From an optimization exercise on the open Yosys and OpenROAD flow, aimed at small area; shortcuts taken in it are not production practice. In this exercise RTL edits were held to simulation tests only and were not proved equivalent to the original. No driver is modelled on the clock port, so clocking that relies on it looks cheaper here than on a real chip. No activity file was given, so power comes from the tool's default toggle rates.

Design pokey_advanced, start of the top module:
module pokey_advanced (
    input clk,               
    input enable_179mhz,     
    input reset_n,           
    input [3:0] addr,
    input [7:0] din,
    input we,
    output reg audio_pwm
);
    reg [7:0] naudf0, naudf1, naudf2, naudf3;    
    reg [3:0] vol0, vol1, vol2, vol3;
    reg [1:0] dist0, dist1, dist2, dist3;    
    reg       use_15khz, link_34, link_12, fast3, fast1;
    wire [7:0] wd  = din & {8{reset_n}};
    wire [7:0] wdn = ~wd;
    wire [8:0] sel;
    assign sel[0] = ~reset_n | (we & addr == 4'd0);
    assign sel[1] = ~reset_n | (we & addr == 4'd1);
    assign sel[2] = ~reset_n | (we & addr == 4'd2);
    assign sel[3] = ~reset_n | (we & addr == 4'd3);
    assign sel[4] = ~reset_n | (we & addr == 4'd4);
    assign sel[5] = ~reset_n | (we & addr == 4'd5);
    assign sel[6] = ~reset_n | (we & addr == 4'd6);
    assign sel[7] = ~reset_n | (we & addr == 4'd7);
    assign sel[8] = ~reset_n | (we & addr == 4'd8);
    always @(posedge clk) begin
  ...
export LEC_CHECK = 0
export ABC_AREA = 1
export CAP_MARGIN = 20
export CORE_MARGIN = 2
export CORE_UTILIZATION = 40
export SLEW_MARGIN = 20
create_clock -name core_clock -period 6.0 [get_ports {clk}]
standard.sh (not shown) runs the stock make flow with config.mk's settings and CLKGATE_MAP_FILE= SYNTH_SCRIPT=/design/flow/synth_recipe.tcl, a recipe that flattens the netlist after the stock synthesis.
==> flow/flow/run.sh <==
#!/bin/bash
# Standard ORFS synthesis, then the combinational logic between the
# registers re-mapped by ABC for area (registers kept as they are), then the
# standard ORFS layout with smaller clock-tree buffers, no dummy clock loads,
# and the smallest buffer on each port.
set -euo pipefail
export CTS_ARGS="-sink_clustering_enable -repair_clock_nets -dont_use_dummy_load $(cat flow/cts_args.txt)"
export BUFFER_PORTS_ARGS="-buffer_cell sky130_fd_sc_hd__buf_1"
R=orfs/results/$FLOW_PLATFORM/pokey_advanced/base
bash standard.sh synth > synth_make.log 2>&1
cp $R/1_2_yosys.v $R/1_2_yosys_std.v
export RESYN_IN=$R/1_2_yosys_std.v RESYN_OUT=$R/1_2_yosys.v
export RESYN_LIB=$FLOW_HOME/platforms/sky130hd/lib/sky130_fd_sc_hd__tt_025C_1v80.lib
export RESYN_ABC=$PWD/flow/area.abc
yosys -c flow/resyn.tcl > resyn.log 2>&1
rm -f $R/1_synth.odb $R/1_synth.sdc
bash standard.sh > flow_make.log 2>&1
==> flow/flow/area.abc <==
strash
dch -f
amap
topo
==> flow/flow/cts_args.txt <==
-buf_list {sky130_fd_sc_hd__clkbuf_4} -sink_buffer_max_cap_derate 0.5
==> flow/flow/resyn.tcl <==
# Re-map the combinational cells of the standard synthesis for area.
# The flip-flops stay the same instances (names and cell types).
yosys -import
set lib $::env(RESYN_LIB)
read_liberty -ignore_miss_func $lib
read_verilog $::env(RESYN_IN)
hierarchy -top pokey_advanced
# keep every sequential cell as it is
set seq [list]
foreach m [split [string trim [tee -q -s result.string select -list-mod =sky130_fd_sc_hd__*]] "\n"] {
  if {[regexp {__(df|edf|sdf|dl|sedf)} $m]} { lappend seq $m }
}
foreach m $seq { blackbox $m }
flatten
hierarchy -top pokey_advanced
set dont_use [list]
foreach c {sky130_fd_sc_hd__probe_p_8 sky130_fd_sc_hd__probec_p_8 sky130_fd_sc_hd__lpflow_*} {
  lappend dont_use -dont_use $c
}
opt -purge
abc -liberty $lib -script $::env(RESYN_ABC) {*}$dont_use
read_liberty -lib -ignore_redef $lib
opt_clean -purge
setundef -zero
splitnets
opt_clean -purge
hilomap -singleton -hicell sky130_fd_sc_hd__conb_1 HI -locell sky130_fd_sc_hd__conb_1 LO
insbuf -buf sky130_fd_sc_hd__buf_4 A X
yosys rename -hide w:*.*
opt_clean -purge
tee -o resyn_stat.txt stat -liberty $lib
check -assert
write_verilog -noattr -nohex -nodec $::env(RESYN_OUT)
Change:
--- a/flow/flow/run.sh
+++ b/flow/flow/run.sh
@@ -2,7 +2,10 @@
 # Standard ORFS synthesis, then the combinational logic between the
-# registers re-mapped by ABC for area (registers kept as they are), then the
-# standard ORFS layout with smaller clock-tree buffers, no dummy clock loads,
-# and the smallest buffer on each port.
+# registers re-mapped by ABC for area (registers and full adders kept as they
+# are), then the standard ORFS layout with clkbuf_4 clock buffers (upsized
+# after CTS where a leaf's slew is high), no dummy clock loads, and the
+# smallest buffer on each port.
 set -euo pipefail
-export CTS_ARGS="-sink_clustering_enable -repair_clock_nets -dont_use_dummy_load $(cat flow/cts_args.txt)"
+export CTS_ARGS="-sink_clustering_enable -repair_clock_nets -dont_use_dummy_load -buf_list {sky130_fd_sc_hd__clkbuf_4}"
+export POST_CTS_TCL=$PWD/flow/post_cts.tcl
+export CLK_LEAF_SLEW=0.112
 export BUFFER_PORTS_ARGS="-buffer_cell sky130_fd_sc_hd__buf_1"
==> flow/flow/area.abc (replaced) <==
strash
dch -f
amap
mfs3 -a
topo
==> flow/flow/post_cts.tcl (new file) <==
# Clock-tree touch-up after CTS: a leaf clock buffer whose output slew is high
# gets the next stronger clock buffer, so every flip-flop clock pin stays well
# inside the slew limit.
proc clk_slew {name} { return [get_property [get_pins $name/X] slew_max] }
estimate_parasitics -placement
set changed 0
foreach inst [get_cells clkbuf_*] {
  set name [get_name $inst]
  if {[llength [get_pins -quiet $name/X]] == 0} { continue }
  set s [clk_slew $name]
  if {$s > $::env(CLK_LEAF_SLEW) && [get_property $inst ref_name] == "sky130_fd_sc_hd__clkbuf_4"} {
    puts "clock buffer $name slew $s -> clkbuf_8"
    replace_cell $inst sky130_fd_sc_hd__clkbuf_8
    incr changed
  }
}
if {$changed} {
  detailed_placement
  check_placement -verbose
  estimate_parasitics -placement
}
foreach inst [get_cells clkbuf_*] {
  set name [get_name $inst]
  puts "clock buffer $name [get_property $inst ref_name] slew [clk_slew $name]"
}
--- a/flow/flow/resyn.tcl
+++ b/flow/flow/resyn.tcl
@@ -7,6 +7,6 @@
 hierarchy -top pokey_advanced
-# keep every sequential cell as it is
+# keep every sequential cell and full adder as it is
 set seq [list]
 foreach m [split [string trim [tee -q -s result.string select -list-mod =sky130_fd_sc_hd__*]] "\n"] {
-  if {[regexp {__(df|edf|sdf|dl|sedf)} $m]} { lappend seq $m }
+  if {[regexp {__(df|edf|sdf|dl|sedf|fa_)} $m]} { lappend seq $m }
 }
removed: flow/flow/cts_args.txt
Outcome:
- The new run finished with timing, DRC and antenna clean
- via count fell by 5.8%
- setup slack got worse by 0.21 ns
- wire length fell by 2.2%
- register-to-register slack got worse by 0.21 ns
Change:
- CAP_MARGIN: 20 -> 10
- CORE_UTILIZATION: 40 -> 55
- SLEW_MARGIN: 20 -> 10
Total power goes down by 1.3%.
Flip-flop and latch count is unchanged.
Worst setup slack improves by 0.077 ns.
Synthesized area does not change.
Die area goes down by 26%.
Synthesized cell count stays the same.
Count of clock-buffer cells in the layout does not change.
Cell count goes down by 5.9%.
Global-route usage goes up by 5.7 points.
First-iteration DRC count goes down by 6.0%.
Sequential share of layout area goes up by 0.51 points.
Change:
--- a/flow/flow/run.sh
+++ b/flow/flow/run.sh
@@ -9,3 +9,3 @@
 export POST_CTS_TCL=$PWD/flow/post_cts.tcl
-export CLK_LEAF_SLEW=0.112
+export CLK_LEAF_SLEW=0.105
 export BUFFER_PORTS_ARGS="-buffer_cell sky130_fd_sc_hd__buf_1"
--- a/flow/flow/resyn.tcl
+++ b/flow/flow/resyn.tcl
@@ -7,3 +7,3 @@
 hierarchy -top pokey_advanced
-# keep every sequential cell and full adder as it is
+# keep every sequential cell as it is
 set seq [list]
- CAP_MARGIN: 10 -> 20
- CORE_UTILIZATION: 55 -> 40
- SLEW_MARGIN: 10 -> 20
What happened: Cell count increases by 6.3%; cell area increases by about 1.3%; wire length increases by about 5%; power increases by about 3%; synthesized area stays the same; setup slack loses 0.033 ns; count of clock-buffer cells in the layout stays the same; global-route usage decreases by 5.7 points; sequential power hardly moves; die area increases by about 36%; clock skew decreases by 0.0038 ns.

========
pokey_advanced again, from the RTL that the note above started with.
export LEC_CHECK = 0
export ABC_AREA = 1
export CAP_MARGIN = 20
export CORE_MARGIN = 2
export CORE_UTILIZATION = 40
export SLEW_MARGIN = 20
create_clock -name core_clock -period 6.0 [get_ports {clk}]
==> flow/flow/run.sh <==
#!/bin/bash
# Standard ORFS synthesis, then the combinational logic between the
# registers re-mapped by ABC for area (registers and full adders kept as they
# are), then the standard ORFS layout with clkbuf_4 clock buffers (upsized
# after CTS where a leaf's slew is high), no dummy clock loads, and the
# smallest buffer on each port.
set -euo pipefail
export CTS_ARGS="-sink_clustering_enable -repair_clock_nets -dont_use_dummy_load -buf_list {sky130_fd_sc_hd__clkbuf_4}"
export POST_CTS_TCL=$PWD/flow/post_cts.tcl
export CLK_LEAF_SLEW=0.105
export BUFFER_PORTS_ARGS="-buffer_cell sky130_fd_sc_hd__buf_1"
R=orfs/results/$FLOW_PLATFORM/pokey_advanced/base
bash standard.sh synth > synth_make.log 2>&1
cp $R/1_2_yosys.v $R/1_2_yosys_std.v
export RESYN_IN=$R/1_2_yosys_std.v RESYN_OUT=$R/1_2_yosys.v
export RESYN_LIB=$FLOW_HOME/platforms/sky130hd/lib/sky130_fd_sc_hd__tt_025C_1v80.lib
export RESYN_ABC=$PWD/flow/area.abc
yosys -c flow/resyn.tcl > resyn.log 2>&1
rm -f $R/1_synth.odb $R/1_synth.sdc
bash standard.sh > flow_make.log 2>&1
==> flow/flow/area.abc <==
strash
dch -f
amap
mfs3 -a
topo
==> flow/flow/post_cts.tcl <==
# Clock-tree touch-up after CTS: a leaf clock buffer whose output slew is high
# gets the next stronger clock buffer, so every flip-flop clock pin stays well
# inside the slew limit.
proc clk_slew {name} { return [get_property [get_pins $name/X] slew_max] }
estimate_parasitics -placement
set changed 0
foreach inst [get_cells clkbuf_*] {
  set name [get_name $inst]
  if {[llength [get_pins -quiet $name/X]] == 0} { continue }
  set s [clk_slew $name]
  if {$s > $::env(CLK_LEAF_SLEW) && [get_property $inst ref_name] == "sky130_fd_sc_hd__clkbuf_4"} {
    puts "clock buffer $name slew $s -> clkbuf_8"
    replace_cell $inst sky130_fd_sc_hd__clkbuf_8
    incr changed
  }
}
if {$changed} {
  detailed_placement
  check_placement -verbose
  estimate_parasitics -placement
}
foreach inst [get_cells clkbuf_*] {
  set name [get_name $inst]
  puts "clock buffer $name [get_property $inst ref_name] slew [clk_slew $name]"
}
==> flow/flow/resyn.tcl <==
# Re-map the combinational cells of the standard synthesis for area.
# The flip-flops stay the same instances (names and cell types).
yosys -import
set lib $::env(RESYN_LIB)
read_liberty -ignore_miss_func $lib
read_verilog $::env(RESYN_IN)
hierarchy -top pokey_advanced
# keep every sequential cell and full adder as it is
set seq [list]
foreach m [split [string trim [tee -q -s result.string select -list-mod =sky130_fd_sc_hd__*]] "\n"] {
  if {[regexp {__(df|edf|sdf|dl|sedf|fa_)} $m]} { lappend seq $m }
}
foreach m $seq { blackbox $m }
flatten
hierarchy -top pokey_advanced
set dont_use [list]
foreach c {sky130_fd_sc_hd__probe_p_8 sky130_fd_sc_hd__probec_p_8 sky130_fd_sc_hd__lpflow_*} {
  lappend dont_use -dont_use $c
}
opt -purge
abc -liberty $lib -script $::env(RESYN_ABC) {*}$dont_use
read_liberty -lib -ignore_redef $lib
opt_clean -purge
setundef -zero
splitnets
opt_clean -purge
hilomap -singleton -hicell sky130_fd_sc_hd__conb_1 HI -locell sky130_fd_sc_hd__conb_1 LO
insbuf -buf sky130_fd_sc_hd__buf_4 A X
yosys rename -hide w:*.*
opt_clean -purge
tee -o resyn_stat.txt stat -liberty $lib
check -assert
write_verilog -noattr -nohex -nodec $::env(RESYN_OUT)
The baseline completed without violations.
Then changed:
--- a/flow/flow/run.sh
+++ b/flow/flow/run.sh
@@ -8 +8 @@
-export CTS_ARGS="-sink_clustering_enable -repair_clock_nets -dont_use_dummy_load -buf_list {sky130_fd_sc_hd__clkbuf_4}"
+export CTS_ARGS="-sink_clustering_enable -repair_clock_nets -dont_use_dummy_load -buf_list {sky130_fd_sc_hd__clkbuf_8} -sink_clustering_size 30 -sink_clustering_max_diameter 200 -sink_clustering_levels 1"
@@ -10 +10 @@
-export CLK_LEAF_SLEW=0.105
+export CLK_LEAF_SLEW=0.112
The new run completed without violations; via count is about the same; final cell count is unchanged; sequential share of layout area drops by 0.39 points; setup slack improved by 0.027 ns; count of clock-buffer cells in the layout stays the same; combinational power is about the same.
Then changed:
==> flow/flow/run.sh (replaced) <==
#!/bin/bash
# Standard ORFS synthesis, then the combinational logic between the
# registers re-mapped by ABC for area (registers kept as they are), then the
# standard ORFS layout with smaller clock-tree buffers, no dummy clock loads,
# and the smallest buffer on each port.
set -euo pipefail
export CTS_ARGS="-sink_clustering_enable -repair_clock_nets -dont_use_dummy_load $(cat flow/cts_args.txt)"
export BUFFER_PORTS_ARGS="-buffer_cell sky130_fd_sc_hd__buf_1"
R=orfs/results/$FLOW_PLATFORM/pokey_advanced/base
bash standard.sh synth > synth_make.log 2>&1
cp $R/1_2_yosys.v $R/1_2_yosys_std.v
export RESYN_IN=$R/1_2_yosys_std.v RESYN_OUT=$R/1_2_yosys.v
export RESYN_LIB=$FLOW_HOME/platforms/sky130hd/lib/sky130_fd_sc_hd__tt_025C_1v80.lib
export RESYN_ABC=$PWD/flow/area.abc
yosys -c flow/resyn.tcl > resyn.log 2>&1
rm -f $R/1_synth.odb $R/1_synth.sdc
bash standard.sh > flow_make.log 2>&1
==> flow/flow/area.abc (replaced) <==
strash
dch -f
amap
topo
==> flow/flow/cts_args.txt (new file) <==
-buf_list {sky130_fd_sc_hd__clkbuf_4 sky130_fd_sc_hd__clkbuf_8}
--- a/flow/flow/resyn.tcl
+++ b/flow/flow/resyn.tcl
@@ -8 +8 @@
-# keep every sequential cell and full adder as it is
+# keep every sequential cell as it is
@@ -11 +11 @@
-  if {[regexp {__(df|edf|sdf|dl|sedf|fa_)} $m]} { lappend seq $m }
+  if {[regexp {__(df|edf|sdf|dl|sedf)} $m]} { lappend seq $m }
removed: flow/flow/post_cts.tcl
The changed run passed the timing, DRC and antenna checks.
Final area increases by 0.41%.
Total power decreases by 0.38%.
Routed wire length increases by 2.2%.
Then changed:
--- a/flow/flow/run.sh
+++ b/flow/flow/run.sh
@@ -3,3 +3,4 @@
-# registers re-mapped by ABC for area (registers kept as they are), then the
-# standard ORFS layout with smaller clock-tree buffers, no dummy clock loads,
-# and the smallest buffer on each port.
+# registers re-mapped by ABC for area (registers and full adders kept as they
+# are), then the standard ORFS layout with clkbuf_4 clock buffers (upsized
+# after CTS where a leaf's slew is high), no dummy clock loads, and the
+# smallest buffer on each port.
@@ -7 +8,3 @@
-export CTS_ARGS="-sink_clustering_enable -repair_clock_nets -dont_use_dummy_load $(cat flow/cts_args.txt)"
+export CTS_ARGS="-repair_clock_nets -dont_use_dummy_load -buf_list {sky130_fd_sc_hd__clkbuf_8}"
+export POST_CTS_TCL=$PWD/flow/post_cts.tcl
+export CLK_LEAF_SLEW=0.112
==> flow/flow/area.abc (replaced) <==
strash
dch -f
amap
mfs3 -a
topo
==> flow/flow/post_cts.tcl (new file) <==
# Clock-tree touch-up after CTS: a leaf clock buffer whose output slew is high
# gets the next stronger clock buffer, so every flip-flop clock pin stays well
# inside the slew limit.
proc clk_slew {name} { return [get_property [get_pins $name/X] slew_max] }
estimate_parasitics -placement
set changed 0
foreach inst [get_cells clkbuf_*] {
  set name [get_name $inst]
  if {[llength [get_pins -quiet $name/X]] == 0} { continue }
  set s [clk_slew $name]
  if {$s > $::env(CLK_LEAF_SLEW) && [get_property $inst ref_name] == "sky130_fd_sc_hd__clkbuf_4"} {
    puts "clock buffer $name slew $s -> clkbuf_8"
    replace_cell $inst sky130_fd_sc_hd__clkbuf_8
    incr changed
  }
}
if {$changed} {
  detailed_placement
  check_placement -verbose
  estimate_parasitics -placement
}
foreach inst [get_cells clkbuf_*] {
  set name [get_name $inst]
  puts "clock buffer $name [get_property $inst ref_name] slew [clk_slew $name]"
}
--- a/flow/flow/resyn.tcl
+++ b/flow/flow/resyn.tcl
@@ -8 +8 @@
-# keep every sequential cell as it is
+# keep every sequential cell and full adder as it is
@@ -11 +11 @@
-  if {[regexp {__(df|edf|sdf|dl|sedf)} $m]} { lappend seq $m }
+  if {[regexp {__(df|edf|sdf|dl|sedf|fa_)} $m]} { lappend seq $m }
removed: flow/flow/cts_args.txt
After rerunning: Sequential share of layout area climbs by 0.23 points; register-to-register slack got worse by 0.12 ns; total power rises by about 0.4%; die area came out lower by 0.56%; maximum frequency falls by 2.1%; global-route usage shrinks by 0.65 points; sequential power is about the same.
Then changed:
--- a/flow/flow/run.sh
+++ b/flow/flow/run.sh
@@ -3,4 +3,3 @@
-# registers re-mapped by ABC for area (registers and full adders kept as they
-# are), then the standard ORFS layout with clkbuf_4 clock buffers (upsized
-# after CTS where a leaf's slew is high), no dummy clock loads, and the
-# smallest buffer on each port.
+# registers re-mapped by ABC for area (registers kept as they are), then the
+# standard ORFS layout with smaller clock-tree buffers, no dummy clock loads,
+# and the smallest buffer on each port.
@@ -8,3 +7 @@
-export CTS_ARGS="-repair_clock_nets -dont_use_dummy_load -buf_list {sky130_fd_sc_hd__clkbuf_8}"
-export POST_CTS_TCL=$PWD/flow/post_cts.tcl
-export CLK_LEAF_SLEW=0.112
+export CTS_ARGS="-sink_clustering_enable -repair_clock_nets -dont_use_dummy_load -buf_list {sky130_fd_sc_hd__clkbuf_4}"
==> flow/flow/area.abc (replaced) <==
strash
dch -f
amap
topo
--- a/flow/flow/resyn.tcl
+++ b/flow/flow/resyn.tcl
@@ -8 +8 @@
-# keep every sequential cell and full adder as it is
+# keep every sequential cell as it is
@@ -11 +11 @@
-  if {[regexp {__(df|edf|sdf|dl|sedf|fa_)} $m]} { lappend seq $m }
+  if {[regexp {__(df|edf|sdf|dl|sedf)} $m]} { lappend seq $m }
removed: flow/flow/post_cts.tcl
What happened:
- The new run completed without violations
- cell count climbs by a few percent
- critical path depth drops by 1
- maximum frequency climbs by a few percent
- via count climbs by a few percent
- worst setup slack gets better by 0.14 ns
- total power drops by a few percent
- routed wire length climbs by a few percent
- design area drops slightly
- worst hold slack gets better by 0.0031 ns
- sequential power stays flat
- global-route usage climbs by 0.60 points
Then changed:
==> flow/flow/run.sh (replaced) <==
#!/bin/bash
# Standard ORFS layout, with smaller clock-tree buffers, no dummy clock loads,
# and the smallest buffer on each port.
set -euo pipefail
export CTS_ARGS="-sink_clustering_enable -repair_clock_nets -dont_use_dummy_load -buf_list {sky130_fd_sc_hd__clkbuf_4} -sink_clustering_size 20 -sink_clustering_max_diameter 300"
export BUFFER_PORTS_ARGS="-buffer_cell sky130_fd_sc_hd__buf_1"
bash standard.sh > flow_make.log 2>&1
removed: flow/flow/area.abc
removed: flow/flow/resyn.tcl
The changed run ran to the end with no violations.
Cell area goes up by 6.1%.
Wire length decreases by 6.9%.
Cell count grows by 3.4%.
Clock-buffer cell count does not change.
Via count is lower by 6.2%.
Power drops by 1.2%.
Utilization is higher by 0.16 points.
Combinational power barely changes.

-- separate check: timing with driven ports --
The results above use ideal ports. As a check the final layouts listed here were re-extracted and re-timed, cells and wires unchanged.
Step 1 (the two cells are an assumption about what drives the block):
set clk [get_ports {clk}]
set_driving_cell -lib_cell sky130_fd_sc_hd__clkbuf_16 $clk
set_driving_cell -lib_cell sky130_fd_sc_hd__buf_2 [delete_from_list [all_inputs] $clk]
Step 2 also shifts input and output timing later by t, the mid clock arrival at the registers, as if the neighbouring blocks saw the same clock.
Slacks: ideal / step 1 / step 2; pairs: ideal / step 1.
run | shift t [ns] | setup WS [ns] | slew at the worst register clock pin (ns) | pins driven straight from the clock port
the first run of note 1 | 0.556 | 2.001 / 2.001 / 1.539 | 0.12 / 0.12 | 1
the second run of note 1 | 0.460 | 1.794 / 1.794 / 1.465 | 0.11 / 0.11 | 1
the third run of note 1 | 0.440 | 1.871 / 1.871 / 1.456 | 0.11 / 0.11 | 1
the fourth run of note 1 | 0.465 | 1.838 / 1.838 / 1.486 | 0.10 / 0.10 | 1
the first run of note 2 | 0.465 | 1.838 / 1.838 / 1.486 | 0.10 / 0.10 | 1
the second run of note 2 | 0.469 | 1.865 / 1.865 / 1.507 | 0.08 / 0.08 | 1
the third run of note 2 | 0.474 | 1.953 / 1.967 / 1.493 | 0.08 / 0.08 | 1
the fourth run of note 2 | 0.469 | 1.865 / 1.865 / 1.507 | 0.08 / 0.08 | 1
the fifth run of note 2 | 0.556 | 2.001 / 2.001 / 1.539 | 0.12 / 0.12 | 1
the sixth run of note 2 | 0.536 | 1.449 / 1.449 / 1.061 | 0.12 / 0.12 | 1
After both steps setup and hold are still met in every run listed.
